Background: an optimization exercise with open tools, aiming at small area. Do not read the settings as production practice.
Only simulation tests tie the RTL to the original design; equivalence was not proved.
No driver is modelled on the clock port, so clocking that relies on it looks cheaper here than on a real chip.
Power is estimated from default activity; no workload was simulated.

// switches_top
module switches_top(clk, reset, hsync, vsync, switches_p1, switches_p2, rgb);
For scale: about 730 cells after synthesis, ~120 flip-flops, ~23 I/O pins, ~5800 um2 of cells after synthesis.
Settings: LEC_CHECK=0, CAP_MARGIN=20, CORE_MARGIN=2, CORE_UTILIZATION=40, GPL_TIMING_DRIVEN=0, PLACE_DENSITY=0.6, SLEW_MARGIN=20; clock period 8.0 ns.
standard.sh (not shown) runs the stock make flow with config.mk's settings and CLKGATE_MAP_FILE= SYNTH_SCRIPT=/design/flow/synth_recipe.tcl, a recipe that flattens the netlist after the stock synthesis.
==> flow/flow/run.sh <==
#!/bin/bash
# Own flow: the standard layout (standard.sh) with
# - synthesis by my_synth.tcl: the standard flow's synthesis, area-oriented for the
#   combinational logic (registers unchanged),
# - the smallest buffer on the ports,
# - a clock tree of small buffers without dummy loads, where post_cts.tcl
#   upsizes the buffers whose flip-flop clock pins see too much slew.
set -euo pipefail
W=$(pwd)
export OWN_ABC_SCRIPT="$W/flow/area.abc"
bash "$W/standard.sh" SYNTH_SCRIPT="$W/flow/my_synth.tcl" \
  BUFFER_PORTS_ARGS="-buffer_cell sky130_fd_sc_hd__buf_1" \
  CTS_ARGS="-sink_clustering_enable -repair_clock_nets -buf_list sky130_fd_sc_hd__clkbuf_4 -dont_use_dummy_load" \
  POST_CTS_TCL="$W/flow/post_cts.tcl" \
  finish > "$W/flow_make.log" 2>&1
==> flow/flow/area.abc <==
strash
&get -n
&fraig -x
&put
scorr
dc2
strash
&get -n
&deepsyn -T 30
&put
strash
dch -f
amap -m
Other scripts of this flow, unchanged in this note and not shown: flow/flow/my_synth.tcl, flow/flow/post_cts.tcl
Change:
==> flow/flow/area.abc (replaced) <==
strash
&get -n
&fraig -x
&put
scorr
dc2
strash
&get -n
&deepsyn -T 30
&put
strash
&get -n
&dch -f
&nf -R 1000 -a
&put
--- a/flow/config.mk
+++ b/flow/config.mk
@@ -10,3 +10,2 @@
 export CORE_UTILIZATION = 40
-export GPL_TIMING_DRIVEN = 0
 export PLACE_DENSITY = 0.6
The new run completed with no timing, DRC or antenna violations.
Non-clock buffer count shrinks by 3.
Design area grows by 0.99%.
Power fell by 2.0%.
Worst setup slack is better by 0.71 ns.
Cell count drops by 6.5%.
Routed wire length came out lower by 5.9%.
Change:
==> flow/flow/area.abc (replaced) <==
strash
&get -n
&fraig -x
&put
scorr
dc2
strash
&get -n
&deepsyn -T 30
&put
strash
dch -f
amap -m
What happened: Synthesized area drops by a few percent; setup slack is worse by 0.29 ns; sequential power is lower slightly; clock power went up by a little under a tenth; final area decreases slightly; fmax is lower by a few percent; worst hold slack barely changes; cell count grows by a little under a tenth; register-to-register slack loses 0.29 ns.


Another version of the RTL of switches_top (not shown whole).
Size in the first run: ~680 cells after synthesis, about 0.0056 mm^2 of cells after synthesis.
// switches_top
module switches_top(clk, reset, hsync, vsync, switches_p1, switches_p2, rgb);
==> flow/config.mk <==
export PLATFORM = sky130hd
export DESIGN_NAME = switches_top
export DESIGN_NICKNAME = switches_top
export VERILOG_FILES = /design/flow/design.v
export SDC_FILE = /design/flow/constraint.sdc
export NUM_CORES = 4
export LEC_CHECK = 0
export CAP_MARGIN = 20
export CORE_MARGIN = 2
export CORE_UTILIZATION = 40
export PLACE_DENSITY = 0.6
export SLEW_MARGIN = 20
==> flow/constraint.sdc <==
create_clock -name core_clock -period 8.0 [get_ports {clk}]
set_input_delay 1.6000 -clock core_clock [delete_from_list [all_inputs] [get_ports {clk}]]
set_output_delay 1.6000 -clock core_clock [all_outputs]
set_load 0.01 [all_outputs]
==> flow/flow/area.abc <==
strash
&get -n
&fraig -x
&put
scorr
dc2
strash
&get -n
&deepsyn -T 30
&put
strash
dch -f
amap -m
==> flow/flow/my_synth.tcl <==
# The standard flow's synthesis script (synth_recipe.tcl), with two changes that touch
# only combinational logic: no full/half-adder extraction (the adders stay
# plain gates for ABC), and Yosys's abc call uses the area-oriented ABC
# script next to this file instead of ORFS's speed script.  Everything that
# makes the registers is unchanged.
proc synth {args} { yosys synth -nofsm -noshare {*}$args }
proc extract_fa {args} {}
proc abc {args} {
  set i [lsearch -exact $args -script]
  if {$i >= 0} { lset args [expr {$i + 1}] $::env(OWN_ABC_SCRIPT) }
  yosys abc {*}$args
}
source $::env(SCRIPTS_DIR)/synth.tcl
# left out here: clear keep_hierarchy, flatten, clean up, hide names made inside functions, write 1_2_yosys.v
==> flow/flow/post_cts.tcl <==
# After clock tree synthesis: upsize every clock buffer whose flip-flop clock
# pins see a slew above the target, until none does.
set_propagated_clock [all_clocks]
set target 0.11
set sizes {sky130_fd_sc_hd__clkbuf_4 sky130_fd_sc_hd__clkbuf_8 sky130_fd_sc_hd__clkbuf_16}
for {set round 0} {$round < 6} {incr round} {
  estimate_parasitics -placement
  set bump {}
  foreach pin [get_pins -hierarchical */CLK] {
    set s 0
    foreach p {slew_max_rise slew_max_fall} { set v [get_property $pin $p]; if {$v > $s} {set s $v} }
    if {$s > $target} {
      set net [get_nets -of_objects $pin]
      foreach drv [get_pins -of_objects $net -filter "direction==output"] {
        lappend bump [get_full_name [get_cells -of_objects $drv]]
      }
    }
  }
  set bump [lsort -unique $bump]
  if {[llength $bump] == 0} { break }
  set changed 0
  foreach c $bump {
    set m [get_property [get_cells $c] ref_name]
    set i [lsearch $sizes $m]
    if {$i >= 0 && $i < [llength $sizes] - 1} {
      replace_cell [get_cells $c] [lindex $sizes [expr {$i + 1}]]
      incr changed
    }
  }
  puts "post_cts round $round: upsized $changed clock buffers"
  if {$changed == 0} { break }
}
detailed_placement
estimate_parasitics -placement
Scripts as last shown in full above: flow/flow/run.sh
==> next run, changes <==
--- a/flow/flow/post_cts.tcl
+++ b/flow/flow/post_cts.tcl
@@ -3,3 +3,3 @@
 set_propagated_clock [all_clocks]
-set target 0.11
+set target 0.1
 set sizes {sky130_fd_sc_hd__clkbuf_4 sky130_fd_sc_hd__clkbuf_8 sky130_fd_sc_hd__clkbuf_16}
- CORE_UTILIZATION: 40 -> 55
- PLACE_DENSITY: 0.6 -> 0.7
Worst setup slack degrades by 0.20 ns.
Fmax decreases by 2.9%.
Routed wire length is lower by 1.6%.
Core utilization climbs by 17 points.
Via count rose by 0.33%.
Critical path depth rises by 1.
Sequential share of layout area went up by 0.54 points.
==> next run, changes <==
--- a/flow/flow/post_cts.tcl
+++ b/flow/flow/post_cts.tcl
@@ -3,3 +3,3 @@
 set_propagated_clock [all_clocks]
-set target 0.1
+set target 0.11
 set sizes {sky130_fd_sc_hd__clkbuf_4 sky130_fd_sc_hd__clkbuf_8 sky130_fd_sc_hd__clkbuf_16}
- GPL_TIMING_DRIVEN: default -> 0
Effect:
- The changed run finished clean
- wire length came out lower by 0.46%
- synthesized area does not change
- clock power hardly moves
==> next run, changes <==
- CORE_UTILIZATION: 55 -> 65
- GPL_TIMING_DRIVEN: 0 -> default
- PLACE_DENSITY: 0.7 -> 0.8
- The new run passed the timing, design-rule and antenna checks
- design area decreases by 0.31%
- clock skew rose by 0.0081 ns
- global-route usage went up by 7.2 points
- power came out higher by 0.74%
- first-iteration DRC count climbs by 31%
- clock power came out higher by about 2%
- wire length rises by 1.1%
==> next run, changes <==
==> flow/flow/area.abc (replaced) <==
strash
&get -n
&fraig -x
&put
scorr
dc2
strash
&get -n
&deepsyn -J 200
&put
strash
dch -f
amap -m
- CORE_UTILIZATION: 65 -> 55
- PLACE_DENSITY: 0.8 -> 0.7
Effect: Maximum frequency came out lower by about 3%. Wire length came out lower by 0.53%. Final cell count came out higher by about 3.4%. Sequential share of layout area came out lower by 0.11 points. Flip-flop and latch count does not change. Count of clock-buffer cells in the layout is unchanged. Hold slack degrades by 0.012 ns.

afterwards: timing with drivers on the ports:
The flow's constraints put no driver on any port. The routed layouts listed below were extracted and timed again, unchanged, in two steps. Step 1, drivers: a clkbuf_16 drives clk and a buf_2 each remaining input, both assumed. Step 2 also shifts input and output timing later by t, the mid clock arrival at the registers, as if the neighbouring blocks saw the same clock. Three values: no drivers, after step 1, after step 2; two values: the first two.
run | t, ns | setup WS [ns] | latest minus earliest clock arrival (ns) | cell pins on the clock port's net
the first run of note 1 | 0.595 | 0.623 / 0.623 / 0.623 | 0.027 / 0.026 | 1
the second run of note 1 | 0.597 | 1.336 / 1.336 / 1.336 | 0.031 / 0.031 | 1
the third run of note 1 | 0.621 | 1.050 / 1.050 / 1.050 | 0.030 / 0.030 | 1
the first run of note 2 | 0.573 | 1.424 / 1.424 / 1.424 | 0.032 / 0.032 | 1
the second run of note 2 | 0.554 | 1.224 / 1.224 / 1.224 | 0.029 / 0.029 | 1
the third run of note 2 | 0.561 | 0.708 / 0.708 / 0.708 | 0.028 / 0.028 | 1
the fourth run of note 2 | 0.553 | 1.443 / 1.443 / 1.443 | 0.036 / 0.036 | 1
the fifth run of note 2 | 0.554 | 1.248 / 1.248 / 1.248 | 0.030 / 0.030 | 1
After both steps every run listed still meets setup and hold.
